Source: an optimization exercise on an open RTL-to-GDS flow (aim: small area). Production flows keep margins and buffers that such runs may drop.
Function was checked by simulation only, so behaviour that the tests miss may differ from the original.
Power and IR drop assume default switching activity.

===== flow/config.mk =====
export PLATFORM = sky130hd
export DESIGN_NAME = RandomNumberGenerator
export DESIGN_NICKNAME = RandomNumberGenerator
export VERILOG_FILES = /design/flow/design.v
export SDC_FILE = /design/flow/constraint.sdc
export NUM_CORES = 4
export LEC_CHECK = 0
export CAP_MARGIN = 20
export CORE_MARGIN = 2
export CORE_UTILIZATION = 40
export SLEW_MARGIN = 20

===== flow/constraint.sdc =====
create_clock -name core_clock -period 10.0 [get_ports {clk}]
set_input_delay 2.0000 -clock core_clock [delete_from_list [all_inputs] [get_ports {clk}]]
set_output_delay 2.0000 -clock core_clock [all_outputs]
set_load 0.01 [all_outputs]

===== flow/design.v =====
module RandomNumberGenerator(clk, rst, load, key_x, seed_r, seed_g, seed_b, Rout, Gout, Bout, Key_ready);
    input wire clk;
    input wire rst;
    input wire load;                  
    input wire [15:0] key_x;          
    input wire [15:0] seed_r;         
    input wire [15:0] seed_g;
    input wire [15:0] seed_b;
    output reg [7:0] Rout;
    output reg [7:0] Gout;
    output reg [7:0] Bout;
    output reg Key_ready;
    reg [15:0] Rlfsr;
    reg [15:0] Glfsr;
    reg [15:0] Blfsr;
    reg [2:0] bit_count;
    reg [15:0] x;         
    reg [6:0] zc;         
    reg [2:0] csq;        
    wire t0 = ~x[1] | ~(x[0] & x[1]);
    wire t1 = ~(x[0] & x[2]) | t0;
    wire [1:0] t2 = {1'b0, ~x[2]} + {1'b0, ~(x[0] & x[3])} + {1'b0, ~(x[1] & x[2])};
    wire t3 = t1 | t2[0];
    wire [1:0] t4 = {1'b0, ~(x[0] & x[4])} + {1'b0, ~(x[1] & x[3])} + {1'b0, t2[1]};
    wire t5 = t3 | t4[0];
    wire [1:0] t6 = {1'b0, ~x[3]} + {1'b0, ~(x[0] & x[5])} + {1'b0, ~(x[1] & x[4])};
    wire [1:0] t7 = {1'b0, ~(x[2] & x[3])} + {1'b0, t6[0]} + {1'b0, t4[1]};
    wire t8 = t5 | t7[0];
    wire [1:0] t9 = {1'b0, ~(x[0] & x[6])} + {1'b0, ~(x[1] & x[5])} + {1'b0, ~(x[2] & x[4])};
    wire [1:0] t10 = {1'b0, t6[1]} + {1'b0, t9[0]} + {1'b0, t7[1]};
    wire t11 = t8 | t10[0];
    wire [1:0] t12 = {1'b0, ~x[4]} + {1'b0, ~(x[0] & x[7])} + {1'b0, ~(x[1] & x[6])};
    wire [1:0] t13 = {1'b0, ~(x[2] & x[5])} + {1'b0, ~(x[3] & x[4])} + {1'b0, t9[1]};
    wire [1:0] t14 = {1'b0, t12[0]} + {1'b0, t13[0]} + {1'b0, t10[1]};
    wire t15 = t11 | t14[0];
    wire [1:0] t16 = {1'b0, ~(x[0] & x[8])} + {1'b0, ~(x[1] & x[7])} + {1'b0, ~(x[2] & x[6])};
    wire [1:0] t17 = {1'b0, ~(x[3] & x[5])} + {1'b0, t12[1]} + {1'b0, t16[0]};
    wire [1:0] t18 = {1'b0, t13[1]} + {1'b0, t17[0]} + {1'b0, t14[1]};
    wire t19 = t15 | t18[0];
    wire [1:0] t20 = {1'b0, ~x[5]} + {1'b0, ~(x[0] & x[9])} + {1'b0, ~(x[1] & x[8])};
    wire [1:0] t21 = {1'b0, ~(x[2] & x[7])} + {1'b0, ~(x[3] & x[6])} + {1'b0, ~(x[4] & x[5])};
    wire [1:0] t22 = {1'b0, t16[1]} + {1'b0, t20[0]} + {1'b0, t21[0]};
    wire [1:0] t23 = {1'b0, t17[1]} + {1'b0, t22[0]} + {1'b0, t18[1]};
    wire t24 = t19 | t23[0];
    wire [1:0] t25 = {1'b0, ~(x[0] & x[10])} + {1'b0, ~(x[1] & x[9])} + {1'b0, ~(x[2] & x[8])};
    wire [1:0] t26 = {1'b0, ~(x[3] & x[7])} + {1'b0, ~(x[4] & x[6])} + {1'b0, t20[1]};
    wire [1:0] t27 = {1'b0, t21[1]} + {1'b0, t25[0]} + {1'b0, t22[1]};
    wire [1:0] t28 = {1'b0, t26[0]} + {1'b0, t27[0]} + {1'b0, t23[1]};
    wire t29 = t24 | t28[0];
    wire [1:0] t30 = {1'b0, ~x[6]} + {1'b0, ~(x[0] & x[11])} + {1'b0, ~(x[1] & x[10])};
    wire [1:0] t31 = {1'b0, ~(x[2] & x[9])} + {1'b0, ~(x[3] & x[8])} + {1'b0, ~(x[4] & x[7])};
    wire [1:0] t32 = {1'b0, ~(x[5] & x[6])} + {1'b0, t25[1]} + {1'b0, t30[0]};
    wire [1:0] t33 = {1'b0, t31[0]} + {1'b0, t26[1]} + {1'b0, t32[0]};
    wire [1:0] t34 = {1'b0, t27[1]} + {1'b0, t33[0]} + {1'b0, t28[1]};
    wire t35 = t29 | t34[0];
    wire [1:0] t36 = {1'b0, ~(x[0] & x[12])} + {1'b0, ~(x[1] & x[11])} + {1'b0, ~(x[2] & x[10])};
    wire [1:0] t37 = {1'b0, ~(x[3] & x[9])} + {1'b0, ~(x[4] & x[8])} + {1'b0, ~(x[5] & x[7])};
    wire [1:0] t38 = {1'b0, t30[1]} + {1'b0, t31[1]} + {1'b0, t36[0]};
    wire [1:0] t39 = {1'b0, t37[0]} + {1'b0, t32[1]} + {1'b0, t38[0]};
    wire [1:0] t40 = {1'b0, t33[1]} + {1'b0, t39[0]} + {1'b0, t34[1]};
    wire t41 = t35 | t40[0];
    wire [1:0] t42 = {1'b0, t36[1]} + {1'b0, t37[1]} + {1'b0, t38[1]};
    wire [1:0] t43 = {1'b0, t39[1]} + {1'b0, t42[0]} + {1'b0, t40[1]};
    wire t44 = t41 | t43[0];
    wire t45 = ~(t41 ^ t43[0]);
    wire [1:0] t46 = {1'b0, t42[1]} + {1'b0, t43[1]} + {1'b0, t44};
    wire [1:0] t47 = {1'b0, ~x[7]} + {1'b0, csq[0]} + {1'b0, ~(x[0] & x[13])};
    wire [1:0] t48 = {1'b0, ~(x[1] & x[12])} + {1'b0, ~(x[2] & x[11])} + {1'b0, ~(x[3] & x[10])};
    wire [1:0] t49 = {1'b0, ~(x[4] & x[9])} + {1'b0, ~(x[5] & x[8])} + {1'b0, ~(x[6] & x[7])};
    wire [1:0] t50 = {1'b0, t47[0]} + {1'b0, t48[0]} + {1'b0, t49[0]};
    wire [1:0] t51 = {1'b0, csq[1]} + {1'b0, ~(x[0] & x[14])} + {1'b0, ~(x[1] & x[13])};
    wire [1:0] t52 = {1'b0, ~(x[2] & x[12])} + {1'b0, ~(x[3] & x[11])} + {1'b0, ~(x[4] & x[10])};
    wire [1:0] t53 = {1'b0, ~(x[5] & x[9])} + {1'b0, ~(x[6] & x[8])} + {1'b0, t47[1]};
    wire [1:0] t54 = {1'b0, t48[1]} + {1'b0, t49[1]} + {1'b0, t51[0]};
    wire [1:0] t55 = {1'b0, t52[0]} + {1'b0, t50[1]} + {1'b0, t53[0]};
    wire t56 = t54[0] | t55[0];
    wire t57 = ~(t54[0] ^ t55[0]);
    wire [1:0] t58 = {1'b0, ~x[8]} + {1'b0, csq[2]} + {1'b0, ~(x[1] & x[14])};
    wire [1:0] t59 = {1'b0, ~(x[2] & x[13])} + {1'b0, ~(x[3] & x[12])} + {1'b0, ~(x[4] & x[11])};
    wire [1:0] t60 = {1'b0, ~(x[5] & x[10])} + {1'b0, ~(x[6] & x[9])} + {1'b0, ~(x[7] & x[8])};
    wire [1:0] t61 = {1'b0, ~(x[15] & x[0])} + {1'b0, t51[1]} + {1'b0, t52[1]};
    wire [1:0] t62 = {1'b0, t58[0]} + {1'b0, t59[0]} + {1'b0, t60[0]};
    wire [1:0] t63 = {1'b0, t53[1]} + {1'b0, t54[1]} + {1'b0, t61[0]};
    wire [1:0] t64 = {1'b0, t62[0]} + {1'b0, t55[1]} + {1'b0, t63[0]};
    wire t65 = t56 | t64[0];
    wire t66 = ~(t56 ^ t64[0]);
    wire [1:0] t67 = {1'b0, ~(x[2] & x[14])} + {1'b0, ~(x[3] & x[13])} + {1'b0, ~(x[4] & x[12])};
    wire [1:0] t68 = {1'b0, ~(x[5] & x[11])} + {1'b0, ~(x[6] & x[10])} + {1'b0, ~(x[7] & x[9])};
    wire [1:0] t69 = {1'b0, (x[15] & x[0])} + {1'b0, (x[15] & x[1])} + {1'b0, t58[1]};
    wire [1:0] t70 = {1'b0, t59[1]} + {1'b0, t60[1]} + {1'b0, t67[0]};
    wire [1:0] t71 = {1'b0, t68[0]} + {1'b0, t61[1]} + {1'b0, t62[1]};
    wire [1:0] t72 = {1'b0, t69[0]} + {1'b0, t70[0]} + {1'b0, t63[1]};
    wire [1:0] t73 = {1'b0, t71[0]} + {1'b0, t72[0]} + {1'b0, t64[1]};
    wire t74 = t65 | t73[0];
    wire t75 = ~(t65 ^ t73[0]);
    wire [1:0] t76 = {1'b0, ~x[9]} + {1'b0, ~(x[3] & x[14])} + {1'b0, ~(x[4] & x[13])};
    wire [1:0] t77 = {1'b0, ~(x[5] & x[12])} + {1'b0, ~(x[6] & x[11])} + {1'b0, ~(x[7] & x[10])};
    wire [1:0] t78 = {1'b0, ~(x[8] & x[9])} + {1'b0, (x[15] & x[2])} + {1'b0, t67[1]};
    wire [1:0] t79 = {1'b0, t68[1]} + {1'b0, t76[0]} + {1'b0, t77[0]};
    wire [1:0] t80 = {1'b0, t69[1]} + {1'b0, t70[1]} + {1'b0, t78[0]};
    wire [1:0] t81 = {1'b0, t79[0]} + {1'b0, t71[1]} + {1'b0, t80[0]};
    wire [1:0] t82 = {1'b0, t72[1]} + {1'b0, t81[0]} + {1'b0, t73[1]};
    wire t83 = t74 | t82[0];
    wire t84 = ~(t74 ^ t82[0]);
    wire [1:0] t85 = {1'b0, ~(x[4] & x[14])} + {1'b0, ~(x[5] & x[13])} + {1'b0, ~(x[6] & x[12])};
    wire [1:0] t86 = {1'b0, ~(x[7] & x[11])} + {1'b0, ~(x[8] & x[10])} + {1'b0, (x[15] & x[3])};
    wire [1:0] t87 = {1'b0, t76[1]} + {1'b0, t77[1]} + {1'b0, t85[0]};
    wire [1:0] t88 = {1'b0, t86[0]} + {1'b0, t78[1]} + {1'b0, t79[1]};
    wire [1:0] t89 = {1'b0, t87[0]} + {1'b0, t80[1]} + {1'b0, t88[0]};
    wire [1:0] t90 = {1'b0, t81[1]} + {1'b0, t89[0]} + {1'b0, t82[1]};
    wire t91 = t83 | t90[0];
    wire t92 = ~(t83 ^ t90[0]);
    wire [1:0] t93 = {1'b0, ~x[10]} + {1'b0, ~(x[5] & x[14])} + {1'b0, ~(x[6] & x[13])};
    wire [1:0] t94 = {1'b0, ~(x[7] & x[12])} + {1'b0, ~(x[8] & x[11])} + {1'b0, ~(x[9] & x[10])};
    wire [1:0] t95 = {1'b0, (x[15] & x[4])} + {1'b0, t85[1]} + {1'b0, t86[1]};
    wire [1:0] t96 = {1'b0, t93[0]} + {1'b0, t94[0]} + {1'b0, t87[1]};
    wire [1:0] t97 = {1'b0, t95[0]} + {1'b0, t88[1]} + {1'b0, t96[0]};
    wire [1:0] t98 = {1'b0, t89[1]} + {1'b0, t97[0]} + {1'b0, t90[1]};
    wire t99 = t91 | t98[0];
    wire t100 = ~(t91 ^ t98[0]);
    wire [1:0] t101 = {1'b0, ~(x[6] & x[14])} + {1'b0, ~(x[7] & x[13])} + {1'b0, ~(x[8] & x[12])};
    wire [1:0] t102 = {1'b0, ~(x[9] & x[11])} + {1'b0, (x[15] & x[5])} + {1'b0, t93[1]};
    wire [1:0] t103 = {1'b0, t94[1]} + {1'b0, t101[0]} + {1'b0, t95[1]};
    wire [1:0] t104 = {1'b0, t102[0]} + {1'b0, t96[1]} + {1'b0, t103[0]};
    wire [1:0] t105 = {1'b0, t104[0]} + {1'b0, t97[1]} + {1'b0, t98[1]};
    wire t106 = t99 | t105[0];
    wire t107 = ~(t99 ^ t105[0]);
    wire [1:0] t108 = {1'b0, ~x[11]} + {1'b0, ~(x[7] & x[14])} + {1'b0, ~(x[8] & x[13])};
    wire [1:0] t109 = {1'b0, ~(x[9] & x[12])} + {1'b0, ~(x[10] & x[11])} + {1'b0, (x[15] & x[6])};
    wire [1:0] t110 = {1'b0, t101[1]} + {1'b0, t108[0]} + {1'b0, t109[0]};
    wire [1:0] t111 = {1'b0, t102[1]} + {1'b0, t110[0]} + {1'b0, t103[1]};
    wire [1:0] t112 = {1'b0, t104[1]} + {1'b0, t111[0]} + {1'b0, t105[1]};
    wire t113 = t106 | t112[0];
    wire t114 = ~(t106 ^ t112[0]);
    wire [1:0] t115 = {1'b0, ~(x[8] & x[14])} + {1'b0, ~(x[9] & x[13])} + {1'b0, ~(x[10] & x[12])};
    wire [1:0] t116 = {1'b0, (x[15] & x[7])} + {1'b0, t108[1]} + {1'b0, t109[1]};
    wire [1:0] t117 = {1'b0, t115[0]} + {1'b0, t110[1]} + {1'b0, t116[0]};
    wire [1:0] t118 = {1'b0, t117[0]} + {1'b0, t111[1]} + {1'b0, t112[1]};
    wire t119 = t113 | t118[0];
    wire t120 = ~(t113 ^ t118[0]);
    wire [1:0] t121 = {1'b0, ~x[12]} + {1'b0, ~(x[9] & x[14])} + {1'b0, ~(x[10] & x[13])};
    wire [1:0] t122 = {1'b0, ~(x[11] & x[12])} + {1'b0, (x[15] & x[8])} + {1'b0, t115[1]};
    wire [1:0] t123 = {1'b0, t121[0]} + {1'b0, t116[1]} + {1'b0, t122[0]};
    wire [1:0] t124 = {1'b0, t117[1]} + {1'b0, t123[0]} + {1'b0, t118[1]};
    wire t125 = t119 | t124[0];
    wire t126 = ~(t119 ^ t124[0]);
    wire [1:0] t127 = {1'b0, ~(x[10] & x[14])} + {1'b0, ~(x[11] & x[13])} + {1'b0, (x[15] & x[9])};
    wire [1:0] t128 = {1'b0, t121[1]} + {1'b0, t127[0]} + {1'b0, t122[1]};
    wire [1:0] t129 = {1'b0, t123[1]} + {1'b0, t128[0]} + {1'b0, t124[1]};
    wire t130 = t125 | t129[0];
    wire t131 = ~(t125 ^ t129[0]);
    wire [1:0] t132 = {1'b0, ~x[13]} + {1'b0, ~(x[11] & x[14])} + {1'b0, ~(x[12] & x[13])};
    wire [1:0] t133 = {1'b0, (x[15] & x[10])} + {1'b0, t127[1]} + {1'b0, t132[0]};
    wire [1:0] t134 = {1'b0, t133[0]} + {1'b0, t128[1]} + {1'b0, t129[1]};
    wire t135 = t130 | t134[0];
    wire t136 = ~(t130 ^ t134[0]);
    wire [1:0] t137 = {1'b0, ~(x[12] & x[14])} + {1'b0, (x[15] & x[11])} + {1'b0, t132[1]};
    wire [1:0] t138 = {1'b0, t133[1]} + {1'b0, t137[0]} + {1'b0, t134[1]};
    wire t139 = t135 | t138[0];
    wire t140 = ~(t135 ^ t138[0]);
    wire [1:0] t141 = {1'b0, ~x[14]} + {1'b0, ~(x[13] & x[14])} + {1'b0, (x[15] & x[12])};
    wire [1:0] t142 = {1'b0, t141[0]} + {1'b0, t137[1]} + {1'b0, t138[1]};
    wire t143 = t139 | t142[0];
    wire t144 = ~(t139 ^ t142[0]);
    wire t145 = (x[15] & x[13]) ^ t141[1] ^ t142[1];
    wire t146 = ~(t143 ^ t145);
    wire [2:0] csq_new;
    assign csq_new[0] = t45;
    assign csq_new[1] = t46[0];
    assign csq_new[2] = t46[1];
    always @(posedge clk)
        csq <= csq_new;
    wire [29:14] sq;
    assign sq[14] = ~t50[0];
    assign sq[15] = ~t57;
    assign sq[16] = ~t66;
    assign sq[17] = ~t75;
    assign sq[18] = ~t84;
    assign sq[19] = ~t92;
    assign sq[20] = ~t100;
    assign sq[21] = ~t107;
    assign sq[22] = ~t114;
    assign sq[23] = ~t120;
    assign sq[24] = ~t126;
    assign sq[25] = ~t131;
    assign sq[26] = ~t136;
    assign sq[27] = ~t140;
    assign sq[28] = ~t144;
    assign sq[29] = ~t146;
    reg zbit;
    always @(*) begin
        case (zc)
            7'd50: zbit = 1'b1;
            7'd51: zbit = 1'b1;
            7'd52: zbit = 1'b1;
            7'd53: zbit = 1'b1;
            7'd54: zbit = 1'b1;
            7'd55: zbit = 1'b1;
            7'd56: zbit = 1'b1;
            7'd59: zbit = 1'b1;
            7'd60: zbit = 1'b1;
            7'd61: zbit = 1'b1;
            7'd66: zbit = 1'b1;
            7'd68: zbit = 1'b1;
            7'd69: zbit = 1'b1;
            7'd71: zbit = 1'b1;
            7'd72: zbit = 1'b1;
            7'd74: zbit = 1'b1;
            7'd79: zbit = 1'b1;
            7'd80: zbit = 1'b1;
            7'd82: zbit = 1'b1;
            7'd87: zbit = 1'b1;
            7'd92: zbit = 1'b1;
            7'd93: zbit = 1'b1;
            7'd94: zbit = 1'b1;
            7'd98: zbit = 1'b1;
            7'd100: zbit = 1'b1;
            7'd102: zbit = 1'b1;
            7'd105: zbit = 1'b1;
            7'd106: zbit = 1'b1;
            7'd107: zbit = 1'b1;
            7'd109: zbit = 1'b1;
            7'd110: zbit = 1'b1;
            7'd111: zbit = 1'b1;
            7'd112: zbit = 1'b1;
            7'd113: zbit = 1'b1;
            7'd115: zbit = 1'b1;
            7'd119: zbit = 1'b1;
            7'd126: zbit = 1'b1;
            7'd127: zbit = 1'b1;
            default: zbit = 1'b0;
        endcase
    end
    wire [15:0] x_new = {sq[29], ~sq[28:14]};
    wire phase3 = (bit_count[1:0] == 2'd3);
    wire c = phase3 ? sq[29] : zbit;
    wire Rfb = Rlfsr[15] ^ Rlfsr[13] ^ Rlfsr[12] ^ Rlfsr[10];
    wire Gfb = Glfsr[15] ^ Glfsr[13] ^ Glfsr[12] ^ Glfsr[10];
    wire Bfb = Blfsr[15] ^ Blfsr[13] ^ Blfsr[12] ^ Blfsr[10];
    always @(posedge clk or posedge rst) begin
        if (rst) begin
            Rlfsr <= 16'h0001;
            Glfsr <= 16'h0002;
            Blfsr <= 16'h0003;
            x <= 16'h7EF0;
            zc <= 7'd48;
            Rout <= 8'b0;
            Gout <= 8'b0;
            Bout <= 8'b0;
            Key_ready <= 1'b0;
            bit_count <= 3'd0;
        end else if (load) begin
            Rlfsr <= seed_r;
            Glfsr <= seed_g;
            Blfsr <= seed_b;
            x <= key_x;
            zc <= 7'd48;
            Rout <= 8'b0;
            Gout <= 8'b0;
            Bout <= 8'b0;
            Key_ready <= 1'b0;
            bit_count <= 3'd0;
        end else begin
            Rlfsr <= {Rlfsr[14:0], Rfb};
            Glfsr <= {Glfsr[14:0], Gfb};
            Blfsr <= {Blfsr[14:0], Bfb};
            Rout <= {Rout[6:0], Rlfsr[15] ^ c};
            Gout <= {Gout[6:0], Glfsr[15] ^ c};
            Bout <= {Bout[6:0], Blfsr[15] ^ c};
            Key_ready <= (bit_count == 3'd7);
            bit_count <= bit_count + 3'd1;
            if (bit_count[1:0] == 2'd0)
                zc <= (zc == 7'd127) ? 7'd49 : zc + 7'd1;
            if (phase3)
                x <= x_new;
        end
    end
endmodule

===== flow/run.sh =====
#!/bin/bash
# synth_recipe.tcl (not shown) runs the flow's synth.tcl, then flattens the netlist and writes it again
# the make line also repeats each setting of config.mk as NAME=value (left out here)
make -C /OpenROAD-flow-scripts/flow DESIGN_CONFIG=/design/flow/config.mk WORK_HOME=/design/flow/orfs CLKGATE_MAP_FILE= SYNTH_SCRIPT=/design/flow/synth_recipe.tcl finish

==> notes.md <==
# TYPE chip_impl_metric gauge
chip_impl_metric{name="postCtsSetupBuffers",unit=""} 0
chip_impl_metric{name="syn-instance-count",unit=""} 670
chip_impl_info{name="regToRegStartpoint",value="x[2]"} 1
chip_impl_metric{name="post_synth_instance_area",unit="um^2"} 7520
chip_impl_info{name="cts.root.buffer_cell",value="clkbuf_16"} 1
chip_impl_metric{name="cells_on_worst_reg2reg_path",unit=""} 25
chip_impl_info{name="worst_setup_path_end_kind",value="flop"} 1
chip_impl_metric{name="worst_ep_arrival_time",unit="ns"} 9.44
chip_impl_metric{name="cts-htree-levels",unit=""} 3
chip_impl_metric{name="synth_top_area_share",unit=""} 0.276
chip_impl_info{name="whs_endpoint",value="bit_count[0]"} 1
chip_impl_metric{name="fin_setup_tns",unit="ns"} 0
chip_impl_metric{name="placed_cells",unit=""} 963
chip_impl_metric{name="slew_headroom",unit=""} 0.477
chip_impl_metric{name="ys_seq_area_frac",unit=""} 0.340
chip_impl_info{name="critical_path_class",value="flop to flop"} 1
chip_impl_metric{name="cts_max_path_buffers",unit=""} 2
chip_impl_metric{name="syn_area_per_cell",unit="um^2"} 11.2
chip_impl_info{name="status",value="finished clean"} 1
chip_impl_metric{name="cts_hold_buffers",unit=""} 0
chip_impl_metric{name="grt_antenna_before_repair",unit=""} 0
chip_impl_metric{name="number_of_top_level_pins",unit=""} 92
chip_impl_metric{name="grt_start_max_net_pins",unit=""} 75
chip_impl_metric{name="antenna_cells_inserted",unit=""} 0
chip_impl_info{name="netlist.top_cell.by_area",value="dfrtp_1"} 1
chip_impl_metric{name="synth.ff_latch_count",unit=""} 102
chip_impl_metric{name="portBuffers",unit=""} 91
chip_impl_metric{name="clk_pin_slew",unit="ns"} 0.07
chip_impl_metric{name="grt_remaining_overflow",unit=""} 0
chip_impl_metric{name="core",unit="um^2"} 18600
chip_impl_metric{name="fin_crit_sh",unit=""} 0.916
chip_impl_metric{name="initial_utilization",unit=""} 0.405
chip_impl_metric{name="rrSetupSlack",unit="ns"} 0.84
chip_impl_metric{name="design_power_total",unit="mW"} 2.03
chip_impl_metric{name="pre_cts_slack",unit="ns"} 0.743
chip_impl_metric{name="timing_max_transition_violations_final",unit=""} 0
chip_impl_metric{name="cts_buffers",unit=""} 9
chip_impl_metric{name="die_width",unit="um"} 141
chip_impl_metric{name="vias",unit=""} 4884
chip_impl_metric{name="vdd_ir_drop_max",unit="V"} 0.000136
chip_impl_info{name="regToRegEndpoint",value="Gout[0]"} 1
chip_impl_metric{name="overall_routing_resource_usage",unit=""} 0.170
chip_impl_metric{name="max-cap-violations",unit=""} 0
chip_impl_metric{name="grt_first_pass_wirelength",unit="um"} 26900
chip_impl_metric{name="timing.fmax",unit="MHz"} 109
chip_impl_info{name="timing.hold.worst.start",value="bit_count[0]"} 1
chip_impl_info{name="grt_setup_unrepaired",value="no"} 1
chip_impl_metric{name="first_global_vias",unit=""} 5496
chip_impl_metric{name="insertion_delay",unit="ns"} 0.35
chip_impl_metric{name="cell_pwr_density",unit="nW/um^2"} 228
chip_impl_info{name="timing.hold.worst.class",value="flop to flop"} 1
chip_impl_metric{name="num-nets-final",unit=""} 933
chip_impl_metric{name="place.detailed.hpwl",unit="um"} 11700
chip_impl_metric{name="yosys.cell_types.count",unit=""} 38
chip_impl_metric{name="ant_nets",unit=""} 0
chip_impl_metric{name="die-area",unit="um^2"} 19900
chip_impl_info{name="layout_commonest_cell",value="fa_1"} 1
chip_impl_metric{name="cp_data_required_time",unit="ns"} 10.28
chip_impl_metric{name="wirelength",unit="um"} 15700
chip_impl_metric{name="final_weighted_congestion_of_routability_driven_global_placement",unit=""} 0.869
chip_impl_metric{name="syn_warnings",unit=""} 1
chip_impl_metric{name="die_h",unit="um"} 141
chip_impl_metric{name="wire_per_inst",unit="um"} 16.0
chip_impl_info{name="layout.cells.most_common_list",value="101 x fa_1, 92 x and2_1, 90 x clkdlybuf4s50_1, 83 x dfrtp_1, 63 x nand2_1"} 1
chip_impl_metric{name="dr.first_iter.drc_count",unit=""} 236
chip_impl_metric{name="hold_viol",unit=""} 0
chip_impl_metric{name="share_of_layout_cells_above_drive_strength_1",unit=""} 0.114
chip_impl_metric{name="timing.hold.worst_path_depth",unit=""} 1
chip_impl_metric{name="first_pass_iters",unit=""} 5
chip_impl_metric{name="fp-row-count",unit=""} 50
chip_impl_metric{name="synth_fp_nets",unit=""} 863
chip_impl_metric{name="path_max_fanout",unit=""} 17
chip_impl_metric{name="tritoncts_num_sinks",unit=""} 102
chip_impl_metric{name="final.fill_count",unit=""} 1691
chip_impl_metric{name="max_slew.worst_pin.slew",unit="ns"} 0.772
chip_impl_info{name="synth.top_cells.by_area",value="dfrtp_1 28%, fa_1 27%, and2_1 7.7%"} 1
chip_impl_metric{name="drc",unit=""} 0
chip_impl_metric{name="pnr_worst_setup_slack",unit="ns"} 0.839
chip_impl_metric{name="via_per_inst",unit=""} 4.99
chip_impl_metric{name="post_cts_resize_count",unit=""} 0
chip_impl_metric{name="final_cell_area",unit="um^2"} 8910
chip_impl_metric{name="layoutNonFillerInstCount",unit=""} 978
chip_impl_info{name="worst_setup_path_start_kind",value="flop"} 1
chip_impl_metric{name="finalCriticalPeriod",unit="ns"} 9.16
chip_impl_info{name="clock_tree_from_tritoncts",value="done"} 1
chip_impl_metric{name="fin_skew",unit="ns"} 0.00788
chip_impl_metric{name="leakage",unit="nW"} 3.92
chip_impl_metric{name="setup_viol_count_final",unit=""} 0
chip_impl_metric{name="placedInstanceArea",unit="um^2"} 8610
chip_impl_metric{name="area_delta_synth_final",unit="%"} 18.5
## power by group
group / leakage (nW) / switching (mW) / internal, mW
logic: 2.55 / 0.581 / 0.555
clock network: 0.143 / 0.163 / 0.202
registers: 1.23 / 0.0642 / 0.465
total: 3.92 / 0.809 / 1.22
## synthesized netlist by cell type
| library cell | count |
|---|---|
| nand4b_1 | 5 |
| a21oi_1 | 4 |
| and3_1 | 2 |
| mux2i_1 | 5 |
| clkbuf_1 | 32 |
| ha_1 | 25 |
| buf_1 | 1 |
| nor2_1 | 13 |
| nand2_1 | 63 |
| o211ai_1 | 1 |
| inv_1 | 60 |
| or3_1 | 2 |
| dfstp_2 | 16 |
| and4b_1 | 1 |
| dfxtp_1 | 3 |
| a211o_1 | 4 |
| buf_2 | 4 |
| o21bai_1 | 1 |
| a31oi_1 | 1 |
| o21ai_0 | 34 |
| nor4_1 | 2 |
| fa_1 | 101 |
| nand2b_1 | 6 |
| nor3_1 | 2 |
| xor2_1 | 1 |
| a21o_1 | 1 |
| xnor3_1 | 1 |
| a2111o_1 | 1 |
| dfrtp_1 | 83 |
| buf_6 | 2 |
| nand3_1 | 5 |
| o2111ai_1 | 1 |
| nand4_1 | 6 |
| xnor2_1 | 11 |
| nor2b_1 | 31 |
| mux2_2 | 45 |
| o311ai_1 | 2 |
| and2_1 | 92 |
## worst max-delay path by stage
stage / startpoint / to / depth (start not counted)
floorplan: x[13] / Bout[0] / 28
global placement: x[2] / Rout[0] / 25
detailed placement: x[2] / Gout[0] / 25
CTS: x[2] / Gout[0] / 25
global route: x[2] / Bout[0] / 25
finish: x[2] / Gout[0] / 25
## kinds of logic after synthesis
logic type / count (synthesis) / synth area share
flops: 102 / 0.340
buf+inv: 99 / 0.0521
xor+xnor: 13 / 0.0170
fa+ha+maj: 126 / 0.311
compound gates: 50 / 0.0388
mux: 50 / 0.0741
simple gates: 230 / 0.167
## area by class of cell
type	instances	area [um^2]	share of cell area
multi-input cells	469	4570	0.513
flip-flops and latches	102	2560	0.287
repair buffers	98	961	0.108
well taps	234	293	0.0329
clock buffers	10	239	0.0268
inverters	60	228	0.0256
clock inverters	5	65.1	0.00730
## metrics by stage
stage          hold slack [ns]  utilization
2_1_floorplan            0.424            -
3_3_place_gp             0.437        0.463
3_5_place_dp             0.457        0.463
4_1_cts                  0.468        0.480
5_1_grt                  0.486        0.480
6_report                 0.474        0.480
## registers in the layout, indices dropped and copies added, names as in the netlist
signal	cells
zc	7
csq	3
Rout	8
bit_count	3
Rlfsr	16
Glfsr	16
Bout	8
Blfsr	16
x	16
Gout	8
Key_ready	1
## worst max-delay path, cell delays in order, from the launching register on
cell and delay, ns:
dfrtp_1 0.55, and2_1 0.24, fa_1 0.46, fa_1 0.57
fa_1 0.44, fa_1 0.43, fa_1 0.46, fa_1 0.43
fa_1 0.42, fa_1 0.45, fa_1 0.47, fa_1 0.43
fa_1 0.46, fa_1 0.43, fa_1 0.44, fa_1 0.43
inv_1 0.08, fa_1 0.20, fa_1 0.39, inv_1 0.06
ha_1 0.14, xor2_1 0.15, xnor3_1 0.21, nand2b_1 0.30
a211o_1 0.33, nand4_1 0.10
## layer usage
metal | vias up | routed length, um | GRT usage
met1 | 2502 | 6540 | 0.218
met2 | 118 | 8040 | 0.291
met5 | - | 0 | 0
met4 | 0 | 249 | 0.0511
li1 | 2243 | - | -
met3 | 21 | 842 | 0.0367

re-timing with driven ports:
How much do the figures lean on ideal ports? The routed layout below was timed once more, with nothing changed but the port constraints. Step 1, drivers: a clkbuf_16 drives clk and a buf_2 each remaining input, both assumed. Step 2 times the ports against the registers' clock, not the clock port: input delays grow and output delays shrink by t, the midpoint of the rising clock arrivals with the driver on. Three values: ideal ports, drivers, drivers and shift; two values: the first two.
t (ns): 0.379
setup WS [ns]: 0.839 / 0.839 / 0.839
latest minus earliest clock arrival (ns): 0.011 / 0.012
worst register clock-pin slew, ns: 0.08 / 0.08
cell pins on the clock port's net: 1
After both steps this run still meets setup and hold. The setup slack of this run moves by 0.000 ns with the drivers and by 0.000 ns with both steps.
